Background: an optimization exercise with open tools, aiming at small area. Do not read the settings as production practice.
Function was checked by simulation only, so behaviour that the tests miss may differ from the original.
No activity file was given, so power comes from the tool's default toggle rates.

## run K
==> flow/design.v (excerpt) <==
module mtm_Alu (
    input  wire clk,    
    input  wire rst_n,  
    input  wire sin,    
    output wire sout    
);
export LEC_CHECK = 0
export CAP_MARGIN = 20
export CORE_MARGIN = 2
export CORE_UTILIZATION = 40
export CTS_BUF_LIST = sky130_fd_sc_hd__clkbuf_8
export PLACE_DENSITY = 0.6
export SLEW_MARGIN = 20
create_clock -name core_clock -period 10.0 [get_ports {clk}]
standard.sh (not shown) runs the stock make flow with config.mk's settings and CLKGATE_MAP_FILE= SYNTH_SCRIPT=/design/flow/synth_recipe.tcl, a recipe that flattens the netlist after the stock synthesis.
==> flow/flow/run.sh <==
#!/bin/bash
set -e
export CTS_ARGS="-sink_clustering_enable -repair_clock_nets -dont_use_dummy_load -buf_list sky130_fd_sc_hd__clkbuf_8"
cat standard.sh > standard_sh_copy.log
bash standard.sh > standard.log 2>&1
Edits applied to the flow inputs when going from run K to run B:
==> flow/run.sh (new file) <==
#!/bin/bash
# synth_recipe.tcl (not shown) runs the flow's synth.tcl, then flattens the netlist and writes it again
# the make line also repeats each setting of config.mk as NAME=value (left out here)
make -C /OpenROAD-flow-scripts/flow DESIGN_CONFIG=/design/flow/config.mk WORK_HOME=/design/flow/orfs CLKGATE_MAP_FILE= SYNTH_SCRIPT=/design/flow/synth_recipe.tcl finish
removed: flow/flow/run.sh
removed: flow/standard.sh
Notes after the runs:
Between run B and run K, the post-layout worst setup margin is lower for run K. On post-route clock period utilization: between run B and run K, it ends up higher for run K. From run K to run B, share of synthesized registers carrying an async set or reset did not move at all. Re fraction of standard cell area that is sequential: run B is 0.62 points down on run K. The power consumed by combinational cells of run B and that of run K are within noise of each other. Run B did not stop at any stage, and its layout met the timing, DRC and antenna checks.

---

Setup of run 1:
Starting RTL as in the previous note.
Settings: LEC_CHECK=0, CAP_MARGIN=20, CORE_MARGIN=2, CORE_UTILIZATION=40, CTS_BUF_LIST=sky130_fd_sc_hd__clkbuf_8, PLACE_DENSITY=0.6, SLEW_MARGIN=20; clock period 10.0 ns.
==> flow/flow/run.sh <==
#!/bin/bash
# The standard layout flow (standard.sh) with two changes: clock tree
# synthesis adds no dummy loads for balancing, and the port buffers are
# the smallest buffer cell. The flow's output goes to standard.log.
set -e
export CTS_ARGS="-sink_clustering_enable -repair_clock_nets -dont_use_dummy_load -buf_list sky130_fd_sc_hd__clkbuf_8"
export BUFFER_PORTS_ARGS="-buffer_cell sky130_fd_sc_hd__buf_1"
bash standard.sh > standard.log 2>&1
Run 1 finished all stages; the layout is clean.
### run 1 -> run 2
# run 1
export LEC_CHECK = 0
export CAP_MARGIN = 20
export CORE_MARGIN = 2
export CORE_UTILIZATION = 40
export CTS_BUF_LIST = sky130_fd_sc_hd__clkbuf_8
export PLACE_DENSITY = 0.6
export SLEW_MARGIN = 20
create_clock -name core_clock -period 10.0 [get_ports {clk}]
# run 2
export LEC_CHECK = 0
export CAP_MARGIN = 20
export CORE_MARGIN = 2
export CORE_UTILIZATION = 40
export CTS_BUF_LIST = sky130_fd_sc_hd__clkbuf_8
export GPL_TIMING_DRIVEN = 0
export PLACE_DENSITY = 0.6
export SLEW_MARGIN = 20
create_clock -name core_clock -period 10.0 [get_ports {clk}]
==> run notes <==
Run 2: full flow OK, the timing, DRC and antenna checks passed
Taking run 1 as the reference point, the smallest setup slack after layout of run 2 rises by 0.018 ns.
The mean number of vias per cell was comparable across run 1 and run 2.
Compared run 2 vs run 1, and switching power total is up in run 2.
Run 2 ends up with a utilization that is 0.72 points higher than in run 1.
Between run 1 and run 2, power increased.
From run 1 to run 2 the numbers moved as follows: internal power of the cells rose 0.0063 mW; met1 layer wirelength in the final routing increased by 2.9% relative to the old numbers; flip-flop and latch count after synthesis about even.
Across both runs, global router's overall resource usage was higher for run 2 than for run 1.
From run 1 to run 2 the numbers moved as follows: share of total power consumed by net switching went up 0.22 points, number of standard cells in the layout, taps in and fillers out went up about 3%.
Here is what was changed in the inputs of run 3 compared with run 2.
# run 2
export LEC_CHECK = 0
export CAP_MARGIN = 20
export CORE_MARGIN = 2
export CORE_UTILIZATION = 40
export CTS_BUF_LIST = sky130_fd_sc_hd__clkbuf_8
export GPL_TIMING_DRIVEN = 0
export PLACE_DENSITY = 0.6
export SLEW_MARGIN = 20
create_clock -name core_clock -period 10.0 [get_ports {clk}]
# run 3
export LEC_CHECK = 0
export CAP_MARGIN = 0
export CORE_MARGIN = 2
export CORE_UTILIZATION = 60
export CTS_BUF_LIST = sky130_fd_sc_hd__clkbuf_8
export PLACE_DENSITY = 0.75
export SLEW_MARGIN = 0
create_clock -name core_clock -period 10.0 [get_ports {clk}]
==> flow/run.sh (new file) <==
#!/bin/bash
# synth_recipe.tcl (not shown) runs the flow's synth.tcl, then flattens the netlist and writes it again
# the make line also repeats each setting of config.mk as NAME=value (left out here)
make -C /OpenROAD-flow-scripts/flow DESIGN_CONFIG=/design/flow/config.mk WORK_HOME=/design/flow/orfs CLKGATE_MAP_FILE= SYNTH_SCRIPT=/design/flow/synth_recipe.tcl finish
removed: flow/flow/run.sh
removed: flow/standard.sh
Findings:
Run 3 vs. run 2: number of tap cells inserted -about 30%; global placement routability congestion -about 1.6%; upper clock frequency limit -0.0029 GHz; met3 layer usage reported by global route +1.5 points; via density per instance +8.7%. Compared with run 2, placement density in the core of run 3 is higher. Run 3 against run 2: share of cell area taken by multi-input logic gates saw an increase, number of cells traversed by the worst register-to-register path saw a decrease.

[separate check: timing with driven ports]
Ports are ideal in the flow. The routed layouts listed here were re-timed in OpenROAD.
Step 1 (the two cells are an assumption about what drives the block):
set clk [get_ports {clk}]
set_driving_cell -lib_cell sky130_fd_sc_hd__clkbuf_16 $clk
set_driving_cell -lib_cell sky130_fd_sc_hd__buf_2 [delete_from_list [all_inputs] $clk]
Step 2 moves the port delays by t, midway between the first and last clock arrival at a register: inputs arrive t later, outputs are due t later. That takes back most of the time a late clock gives input paths.
a / b / c = ideal ports / drivers / drivers and shift; a / b = the first two.
run | t (ns) | setup slack, ns | clock arrival spread, ns
run K | 0.398 | 6.031 / 6.031 / 6.031 | 0.020 / 0.020
run B | 0.403 | 6.052 / 6.052 / 6.052 | 0.012 / 0.012
run 1 | 0.397 | 6.089 / 6.089 / 6.089 | 0.026 / 0.025
run 2 | 0.389 | 6.107 / 6.107 / 5.870 | 0.035 / 0.036
run 3 | 0.391 | 6.063 / 6.063 / 6.063 | 0.014 / 0.014
After both steps every run listed still meets setup and hold. The setup slack of run 2, which loses most, moves by 0.000 ns with the drivers and by -0.237 ns with both steps.
